Background: an optimization exercise with open tools, aiming at small area, a short achievable clock period and few clock cycles. Do not read the settings as production practice. No functional check of the RTL was part of any run shown here. Power and IR drop assume default switching activity.

==> flow/design.v (outline; a module is shown in full before it is edited, if it fits) <==
// module std_fp_smult_pipe: 3670 lines
// module mul_fa: 4 lines
// module mul_ha: 4 lines
// module mul_xor2: 3 lines
// module mul_and2: 3 lines
// module mul_enc3: 5 lines
// module mul_s3: 3 lines
// module mul_s3n: 3 lines
// module mul_enc: 4 lines
// module mul_x: 3 lines
// module mul_s: 3 lines
// module mul_sn: 3 lines
module std_fp_smult_pipe #(
    parameter WIDTH = 32,
    parameter INT_WIDTH = 16,
    parameter FRAC_WIDTH = 16
) (
    input  [WIDTH-1:0]              left,
    input  [WIDTH-1:0]              right,
    input  logic                    reset,
    input  logic                    go,
    input  logic                    clk,
    output logic [WIDTH-1:0]        out,
    output logic                    done
);
  // ...
==> flow/flow/run.sh <==
#!/bin/bash
# Layout flow: the standard ORFS flow (standard.sh, unchanged synthesis),
# with extra ORFS variables from flow/extra.env (port buffer cell choice and
# timing-repair options). Each tool's full output is in orfs/logs/...; the
# make output is in standard.log.
set -euo pipefail
here=$(pwd)
set -a
source "$here/flow/extra.env"
set +a
bash "$here/standard.sh" > "$here/standard.log" 2>&1
==> flow/flow/extra.env <==
BUFFER_PORTS_ARGS="-buffer_cell sky130_fd_sc_hd__buf_4"
==> flow/standard.sh <==
#!/bin/bash
# synth_recipe.tcl (not shown) runs the flow's synth.tcl, then flattens the netlist and writes it again
# the make line also repeats each setting of config.mk as NAME=value (left out here)
make -C /OpenROAD-flow-scripts/flow DESIGN_CONFIG=/design/flow/config.mk WORK_HOME=/design/flow/orfs CLKGATE_MAP_FILE= SYNTH_SCRIPT=/design/flow/synth_recipe.tcl "${@:-finish}"
==> flow/config.mk <==
export PLATFORM = sky130hd
export DESIGN_NAME = std_fp_smult_pipe
export DESIGN_NICKNAME = std_fp_smult_pipe
export VERILOG_FILES = /design/flow/design.v
export SDC_FILE = /design/flow/constraint.sdc
export NUM_CORES = 4
export LEC_CHECK = 0
export CAP_MARGIN = 20
export CORE_MARGIN = 2
export CORE_UTILIZATION = 40
export SETUP_SLACK_MARGIN = 2.5
export SLEW_MARGIN = 20
export SYNTH_HIERARCHICAL = 1
==> flow/constraint.sdc <==
create_clock -name core_clock -period 7.5 [get_ports {clk}]
set_input_delay 1.5000 -clock core_clock [delete_from_list [all_inputs] [get_ports {clk}]]
set_output_delay 1.5000 -clock core_clock [all_outputs]
set_load 0.01 [all_outputs]
==> summary.txt, run 1 <==
Pwr
  – Seq group: roughly 0.00089 W
  – Static leakage: roughly 10 nW
  – Leading power group: combinational cells
  – Clock group power: 0.000425 W
  – Net Switching: between 0.005 and 0.006 W

Hold path
  – Hold Startpoint: reset
  – Type of the worst min-delay path: in -> reg

Floorplanning
  – FP Rows: 83
  – Core Area: just over 0.05 sq mm
  – Die Width: 230.6 microns
  – Die height: approximately 230 microns

Synthesis
  – Asr flop ratio synth: 0%
  – Adder-cell share of the synthesized area: between 40% and 50%
  – Sequential share of the synthesized area: 7.895%
  – Post-synthesis compound-gate area fraction: a little under a quarter
  – Yosys reg bits: 81
  – Ys Warns: 7
  – Largest cells by area after synthesis: fa_1 37%, xor2_1 22%, a22o_1 19%
  – Avg Inst Size Synth: ~11 sq um

Global routing
  – First-pass GRT wire length: 107.1 mm
  – Initial antenna violation count: 0

Final layout
  – Nets: approximately 2.5k
  – Dominant kind of cell: multi-input combinational cells
  – Final Util: between 40% and 50%
  – Antenna diode count: 0
  – Buffering overhead: ~6.4%
  – Commonest cells after routing, fill and taps aside: 499 x xor2_1, 456 x a22o_1, 372 x fa_1, 149 x buf_4, 80 x dfxtp_1
  – Multi-input combinational area share: between 80% and 90%

CTS
  – Hold_buf cts: 0
  – Post-CTS sizing: 38
  – Worst-path clk slew: about 70 ps
  – Clock sinks: slightly above 80

Critical path
  – CP Data Arrival Time: 5340 ps
  – Most Frequent Cell on Critical Path: fa_1
  – CP endpoint kind: flip-flop
  – Crit path max fanout: 42

STA
  – Final setup vio count: 0
  – Slew headroom: between 30 and 40%
  – Slew @ Worst Pin: 962.3 ps
  – Final worst slack: approximately 2400 ps

Status
  – Run status: complete, no violations

Placed design
  – Placed Area: 0.02238 sq mm

Drt
  – Detailed Route Iter0 Violations: about 1.8k
  – Routed WL: 70.80 mm
==> run 2, diff against run 1 <==
--- a/flow/design.v
+++ b/flow/design.v
@@ -3250,18 +3250,145 @@
   mul_fa us769 (.a(pp13_21), .b(pp14_19), .c(pp15_17), .s(s769), .co(c770));
   mul_fa us771 (.a(c750), .b(c752), .c(c754), .s(s771), .co(c772));
   mul_fa us773 (.a(s765), .b(s767), .c(s769), .s(s773), .co(c774));
   mul_fa us775 (.a(c756), .b(s771), .c(c758), .s(s775), .co(c776));
   mul_fa us777 (.a(s773), .b(c760), .c(s775), .s(s777), .co(c778));
   mul_ha us779 (.a(c762), .b(s777), .s(s779), .co(c780));
   wire [15:0] la = {c98, c84, s81, c60, c50, c40, s37, c24, c18, s15, c8, s5, c2, pp1_0, pp0_1, negz[0]};
   wire [15:0] lb = {s111, s97, s83, s71, s59, s49, s39, s31, s23, s17, s11, s7, s3, s1, 1'b0, pp0_0};
-  wire [16:0] lsum = {1'b0, la} + {1'b0, lb};
-  wire lcarry = lsum[16];
+  wire lp0, lg0;
+  mul_xor2 ulp0 (.a(negz[0]), .b(pp0_0), .y(lp0));
+  mul_and2 ulg0 (.a(negz[0]), .b(pp0_0), .y(lg0));
+  wire lp1, lg1;
+  mul_xor2 ulp1 (.a(pp0_1), .b(1'b0), .y(lp1));
+  mul_and2 ulg1 (.a(pp0_1), .b(1'b0), .y(lg1));
+  wire lp2, lg2;
+  mul_xor2 ulp2 (.a(pp1_0), .b(s1), .y(lp2));
+  mul_and2 ulg2 (.a(pp1_0), .b(s1), .y(lg2));
+  wire lp3, lg3;
+  mul_xor2 ulp3 (.a(c2), .b(s3), .y(lp3));
+  mul_and2 ulg3 (.a(c2), .b(s3), .y(lg3));
+  wire lp4, lg4;
+  mul_xor2 ulp4 (.a(s5), .b(s7), .y(lp4));
+  mul_and2 ulg4 (.a(s5), .b(s7), .y(lg4));
+  wire lp5, lg5;
+  mul_xor2 ulp5 (.a(c8), .b(s11), .y(lp5));
+  mul_and2 ulg5 (.a(c8), .b(s11), .y(lg5));
+  wire lp6, lg6;
+  mul_xor2 ulp6 (.a(s15), .b(s17), .y(lp6));
+  mul_and2 ulg6 (.a(s15), .b(s17), .y(lg6));
+  wire lp7, lg7;
+  mul_xor2 ulp7 (.a(c18), .b(s23), .y(lp7));
+  mul_and2 ulg7 (.a(c18), .b(s23), .y(lg7));
+  wire lp8, lg8;
+  mul_xor2 ulp8 (.a(c24), .b(s31), .y(lp8));
+  mul_and2 ulg8 (.a(c24), .b(s31), .y(lg8));
+  wire lp9, lg9;
+  mul_xor2 ulp9 (.a(s37), .b(s39), .y(lp9));
+  mul_and2 ulg9 (.a(s37), .b(s39), .y(lg9));
+  wire lp10, lg10;
+  mul_xor2 ulp10 (.a(c40), .b(s49), .y(lp10));
+  mul_and2 ulg10 (.a(c40), .b(s49), .y(lg10));
+  wire lp11, lg11;
+  mul_xor2 ulp11 (.a(c50), .b(s59), .y(lp11));
+  mul_and2 ulg11 (.a(c50), .b(s59), .y(lg11));
+  wire lp12, lg12;
+  mul_xor2 ulp12 (.a(c60), .b(s71), .y(lp12));
+  mul_and2 ulg12 (.a(c60), .b(s71), .y(lg12));
+  wire lp13, lg13;
+  mul_xor2 ulp13 (.a(s81), .b(s83), .y(lp13));
+  mul_and2 ulg13 (.a(s81), .b(s83), .y(lg13));
+  wire lp14, lg14;
+  mul_xor2 ulp14 (.a(c84), .b(s97), .y(lp14));
+  mul_and2 ulg14 (.a(c84), .b(s97), .y(lg14));
+  wire lp15, lg15;
+  mul_xor2 ulp15 (.a(c98), .b(s111), .y(lp15));
+  mul_and2 ulg15 (.a(c98), .b(s111), .y(lg15));
+  wire lG0_1 = lg1 | (lp1 & lg0);
+  wire lP0_1 = lp1 & lp0;
+  wire lG0_3 = lg3 | (lp3 & lg2);
+  wire lP0_3 = lp3 & lp2;
+  wire lG0_5 = lg5 | (lp5 & lg4);
+  wire lP0_5 = lp5 & lp4;
+  wire lG0_7 = lg7 | (lp7 & lg6);
+  wire lP0_7 = lp7 & lp6;
+  wire lG0_9 = lg9 | (lp9 & lg8);
+  wire lP0_9 = lp9 & lp8;
+  wire lG0_11 = lg11 | (lp11 & lg10);
+  wire lP0_11 = lp11 & lp10;
+  wire lG0_13 = lg13 | (lp13 & lg12);
+  wire lP0_13 = lp13 & lp12;
+  wire lG0_15 = lg15 | (lp15 & lg14);
+  wire lP0_15 = lp15 & lp14;
+  wire lG1_2 = lg2 | (lp2 & lG0_1);
+  wire lP1_2 = lp2 & lP0_1;
+  wire lG1_3 = lG0_3 | (lP0_3 & lG0_1);
+  wire lP1_3 = lP0_3 & lP0_1;
+  wire lG1_6 = lg6 | (lp6 & lG0_5);
+  wire lP1_6 = lp6 & lP0_5;
+  wire lG1_7 = lG0_7 | (lP0_7 & lG0_5);
+  wire lP1_7 = lP0_7 & lP0_5;
+  wire lG1_10 = lg10 | (lp10 & lG0_9);
+  wire lP1_10 = lp10 & lP0_9;
+  wire lG1_11 = lG0_11 | (lP0_11 & lG0_9);
+  wire lP1_11 = lP0_11 & lP0_9;
+  wire lG1_14 = lg14 | (lp14 & lG0_13);
+  wire lP1_14 = lp14 & lP0_13;
+  wire lG1_15 = lG0_15 | (lP0_15 & lG0_13);
+  wire lP1_15 = lP0_15 & lP0_13;
+  wire lG2_4 = lg4 | (lp4 & lG1_3);
+  wire lP2_4 = lp4 & lP1_3;
+  wire lG2_5 = lG0_5 | (lP0_5 & lG1_3);
+  wire lP2_5 = lP0_5 & lP1_3;
+  wire lG2_6 = lG1_6 | (lP1_6 & lG1_3);
+  wire lP2_6 = lP1_6 & lP1_3;
+  wire lG2_7 = lG1_7 | (lP1_7 & lG1_3);
+  wire lP2_7 = lP1_7 & lP1_3;
+  wire lG2_12 = lg12 | (lp12 & lG1_11);
+  wire lP2_12 = lp12 & lP1_11;
+  wire lG2_13 = lG0_13 | (lP0_13 & lG1_11);
+  wire lP2_13 = lP0_13 & lP1_11;
+  wire lG2_14 = lG1_14 | (lP1_14 & lG1_11);
+  wire lP2_14 = lP1_14 & lP1_11;
+  wire lG2_15 = lG1_15 | (lP1_15 & lG1_11);
+  wire lP2_15 = lP1_15 & lP1_11;
+  wire lG3_8 = lg8 | (lp8 & lG2_7);
+  wire lP3_8 = lp8 & lP2_7;
+  wire lG3_9 = lG0_9 | (lP0_9 & lG2_7);
+  wire lP3_9 = lP0_9 & lP2_7;
+  wire lG3_10 = lG1_10 | (lP1_10 & lG2_7);
+  wire lP3_10 = lP1_10 & lP2_7;
+  wire lG3_11 = lG1_11 | (lP1_11 & lG2_7);
+  wire lP3_11 = lP1_11 & lP2_7;
+  wire lG3_12 = lG2_12 | (lP2_12 & lG2_7);
+  wire lP3_12 = lP2_12 & lP2_7;
+  wire lG3_13 = lG2_13 | (lP2_13 & lG2_7);
+  wire lP3_13 = lP2_13 & lP2_7;
+  wire lG3_14 = lG2_14 | (lP2_14 & lG2_7);
+  wire lP3_14 = lP2_14 & lP2_7;
+  wire lG3_15 = lG2_15 | (lP2_15 & lG2_7);
+  wire lP3_15 = lP2_15 & lP2_7;
+  wire ls0 = lp0 ^ 1'b0;
+  wire ls1 = lp1 ^ lg0;
+  wire ls2 = lp2 ^ lG0_1;
+  wire ls3 = lp3 ^ lG1_2;
+  wire ls4 = lp4 ^ lG1_3;
+  wire ls5 = lp5 ^ lG2_4;
+  wire ls6 = lp6 ^ lG2_5;
+  wire ls7 = lp7 ^ lG2_6;
+  wire ls8 = lp8 ^ lG2_7;
+  wire ls9 = lp9 ^ lG3_8;
+  wire ls10 = lp10 ^ lG3_9;
+  wire ls11 = lp11 ^ lG3_10;
+  wire ls12 = lp12 ^ lG3_11;
+  wire ls13 = lp13 ^ lG3_12;
+  wire ls14 = lp14 ^ lG3_13;
+  wire ls15 = lp15 ^ lG3_14;
+  wire lcarry = lG3_15;
   always_ff @(posedge clk) begin
     r16_0 <= c112;
     r16_1 <= s127;
     r17_0 <= c128;
     r17_1 <= s143;
     r18_0 <= c144;
     r18_1 <= s161;
     r19_0 <= c160;
==> flow/flow/extra.env (replaced) <==
BUFFER_PORTS_ARGS="-buffer_cell sky130_fd_sc_hd__buf_2"
==> summary.txt, run 2 <==
STA
  – Fin. Hold Viols: 0
  – Final Slew Violations: 0
  – Slew @ Worst Pin: 1011 ps (+49.18 ps)
  – RSZ-0062 raised after global routing: yes
  – Tmin final: 4972 ps
  – Setup TNS: 0 ps
  – Worst hold margin: approximately 1300 ps
  – Final worst-path cycle share: roughly two thirds
  – Final worst slack: 2528 ps (+90.19 ps)
  – Final setup vio count: 0 (unchanged)
  – FMAX: just over 0.2 GHz
  – Slew headroom: 32.51% (-3.3 points)

Drt
  – Drt first pass iters: 5
  – DRC Markers: 0
  – Metal2 WL: ~35 mm
  – Post-route ant nets: 0
  – Total number of vias: around 17k
  – Ratio of routed vias to standard cells: between 6 and 7
  – DR top layer: met5
  – M1 wire length: roughly 30 mm
  – Routed WL: 78.04 mm (+10%)
  – Routed len/inst: between 20 and 30 microns
  – Detailed Route Iter0 Violations: 1828 (+1.1%)
  – Length of routed met3 wiring: 8.315 mm

Synthesis
  – Largest cells by area after synthesis: fa_1 37%, xor2_1 23%, a22o_1 19%
  – Synth top area share: between 30% and 40%
  – Synth Cell Area: ~0.02 sq mm
  – Avg Inst Size Synth: 11.38 sq um (-0.79%)
  – Sequential share of the synthesized area: 7.865% (-0.030 points)
  – Ys Warns: 7 (unchanged)
  – EDFF count, synth: 0
  – Post-synth cell types: 43
  – Top cell type by total area after synthesis: fa_1
  – Yosys reg bits: 81 (unchanged)
  – Most common cell in the netlist: xor2_1
  – Commonest cells in the netlist: 534 x xor2_1, 456 x a22o_1, 376 x fa_1
  – Primary FF master, synth: dfxtp_1
  – Syn Inst Count: 1812
  – Asr flop ratio synth: 0% (unchanged)

Final layout
  – Antenna diode count: 0 (unchanged)
  – Fin cells: about 2.7k
  – Nets: 2511 (+1.9%)
  – Commonest non-fill, non-tap cell in the layout: xor2_1
  – Final Util: 47.27% (+1.0 points)
  – Commonest cells after routing, fill and taps aside: 514 x xor2_1, 455 x a22o_1, 375 x fa_1, 82 x buf_2, 80 x dfxtp_1
  – Fill cell count: 4725
  – Share of cells above drive strength 1: 15.56%
  – Layout area overhead: 17.15%

Pwr
  – Seq pwr share: under 10%
  – Pint: between 0.005 and 0.006 W
  – Clock power share: under 10%
  – Switching Share: approximately 50%
  – Comb pwr share: between 80% and 90%
  – Net Switching: 0.005225 W (+0.85%)
  – Cell Pwr Density: 434.4 mW/mm^2
  – Static leakage: 10.43 nW (+2.7%)
  – Peak supply drop: 259.3 uV

Critical path
  – CP required: between 7000 and 8000 ps
  – CP endpoint kind: flip-flop
  – CP Data Arrival Time: 5260 ps (-80 ps)
  – Crit path max fanout: 28 (-33%)
  – Startpoint types: input pin
  – Worst Setup Path Type: in -> reg

Global routing
  – GRT Total Usage: around 29%
  – Vias in the first global route: about 18k
  – Initial antenna violation count: 1 (+1)
  – Largest net degree at the start of global routing: 40
  – GR Overflow Total: 0
  – First-pass GRT wire length: 115.0 mm (+7.4%)

CTS
  – CTS Buf Count: 9
  – Clock sinks: 81 (unchanged)
  – Clock root buffer master: clkbuf_16
  – Worst-path clk slew: 70 ps (about the same)
  – CTS tree: done
  – H-tree depth: 3
  – Hold_buf cts: 0 (unchanged)
  – CTS Buffer Depth: 2

Floorplanning
  – Die height: 231.0 microns (+0.18%)
  – Die Width: 231.0 microns (+0.18%)
  – Initial Utilization: between 40 and 50%
  – FP Rows: 83 (unchanged)
  – Area of the die: between 0.05 and 0.06 sq mm
  – Num ports: 100
  – Core Area: 0.05109 sq mm (+0.20%)

Placed design
  – Buffers on Ports: between 90 and 100
  – Pre-CTS WS: ~1500 ps
  – Placed insts: 2607
  – Final HPWL DP: around 53 mm
  – GP Congestion: between 0.9 and 1

Hold path
  – Type of the worst min-delay path: in -> reg

Run
  – Max_cap viols: 0

Status
  – Run status: complete, no violations
run 2: cell types whose count changed after synthesis, moves of 2 or more:
cell / previous run / this run
nand4_1: 3 / 5
and2_1: 31 / 47
xor2_1: 519 / 534
a21o_1: 7 / 13
ha_1: 69 / 55
run 2: area by class of cell:
type                       count  area [sq um]  share of cell area, %
sequential                    81          1623                  6.719
clock inverter                 6         115.1                 0.4766
tap                          680         850.8                  3.523
multi-input combinational   1677         19450                  80.51
inverter                      41         153.9                 0.6372
clock buffer                  10         239.0                 0.9894
timing repair buffer         203          1725                  7.144
run 2: kinds of logic after synthesis:
group / after synthesis / synth area share [%]
AO/OA/AOI/OAI: 552 / 23.56
AND/OR/NAND/NOR: 120 / 3.265
XOR/XNOR: 554 / 23.53
flip-flops: 81 / 7.865
adder cells (fa/ha/maj): 431 / 39.85
buffers and inverters: 73 / 1.912
other: 1 / 0.01819
run 2: modules after synthesis (local to each module, per instance):
module	area [sq um]	cells
mul_fa	20.02	1
mul_ha	12.51	1
mul_and2	6.256	1
mul_xor2	8.758	1
mul_x	8.758	1
mul_enc	31.28	4
mul_sn	12.51	1
std_fp_smult_pipe	3213	309
mul_s	8.758	1
run 2: worst max-delay path, cell delays in order:
cell     delay (ps)
buf_4           280
buf_8           310
xor2_1          150
a22o_1          290
fa_1            470
fa_1            430
fa_1            520
fa_1            440
ha_1            340
xor2_2          200
nand4_1          80
nor2_1           50
a21oi_1         110
nand2_1          70
run 2: through the flow:
step	power (W)	cell area, sq um
finish	0.01049	24150
global route	0.01167	24150
detailed placement	0.009374	22360
CTS	0.01034	23760
global placement	0.009226	22360
floorplan	0.007641	20840
run 2: routing by layer:
metal	global-route usage (%)	vias up
met4	15.34	2
met1	38.20	8805
met3	6.964	278
met5	0	-
met2	44.92	1147
li1	-	6980
run 2: repair_timing:
action | in CTS | in global routing
gates resized for setup | 57 | 50
endpoints found under the setup margin | 77 | 34
pin swaps | 26 | 17
buffers inserted | 43 | 15
cloned | 16 | 1
run 2: power by group through the flow:
stage	Sequential, W	Clock [W]	Combinational, W
final	0.000889	0.000532	0.00907
after global routing	0.000917	0.000556	0.0102
after CTS	0.000893	0.000551	0.00889
after detailed placement	0.000904	0	0.00847
after global placement	0.000896	0	0.00833
after floorplan	0.000881	0	0.00676
run 2: worst paths after layout:
path / startpoint / end / slack, ps / depth (start not counted)
worst max-delay path: right[7] / rc$_DFF_P_ / 2530 / 14
worst min-delay path: reset / done_r$_SDFF_PP0_ / 1260 / 2

## static timing again, ports no longer ideal
Ports are ideal in the flow. The routed layouts listed here were re-timed in OpenROAD. Step 1 sets driving cells, clkbuf_16 on the clock port and buf_2 on the other inputs (assumed; they add their load-dependent delay and slew). Step 2 also shifts input and output timing later by t, the mid clock arrival at the registers, as if the neighbouring blocks saw the same clock. Slacks: no drivers / after step 1 / after step 2; pairs: no drivers / after step 1.
run | t (ns) | setup WS [ns] | hold slack, ns
run 1 | 0.427 | 2.437 / 2.458 / 2.030 | 1.272 / 1.249 / 1.677
run 2 | 0.441 | 2.528 / 2.506 / 2.100 | 1.258 / 1.225 / 1.666
After both steps every run listed still meets setup and hold. For run 2, which loses most, drivers alone change the setup slack by -0.022 ns; drivers and shift together by -0.428 ns.
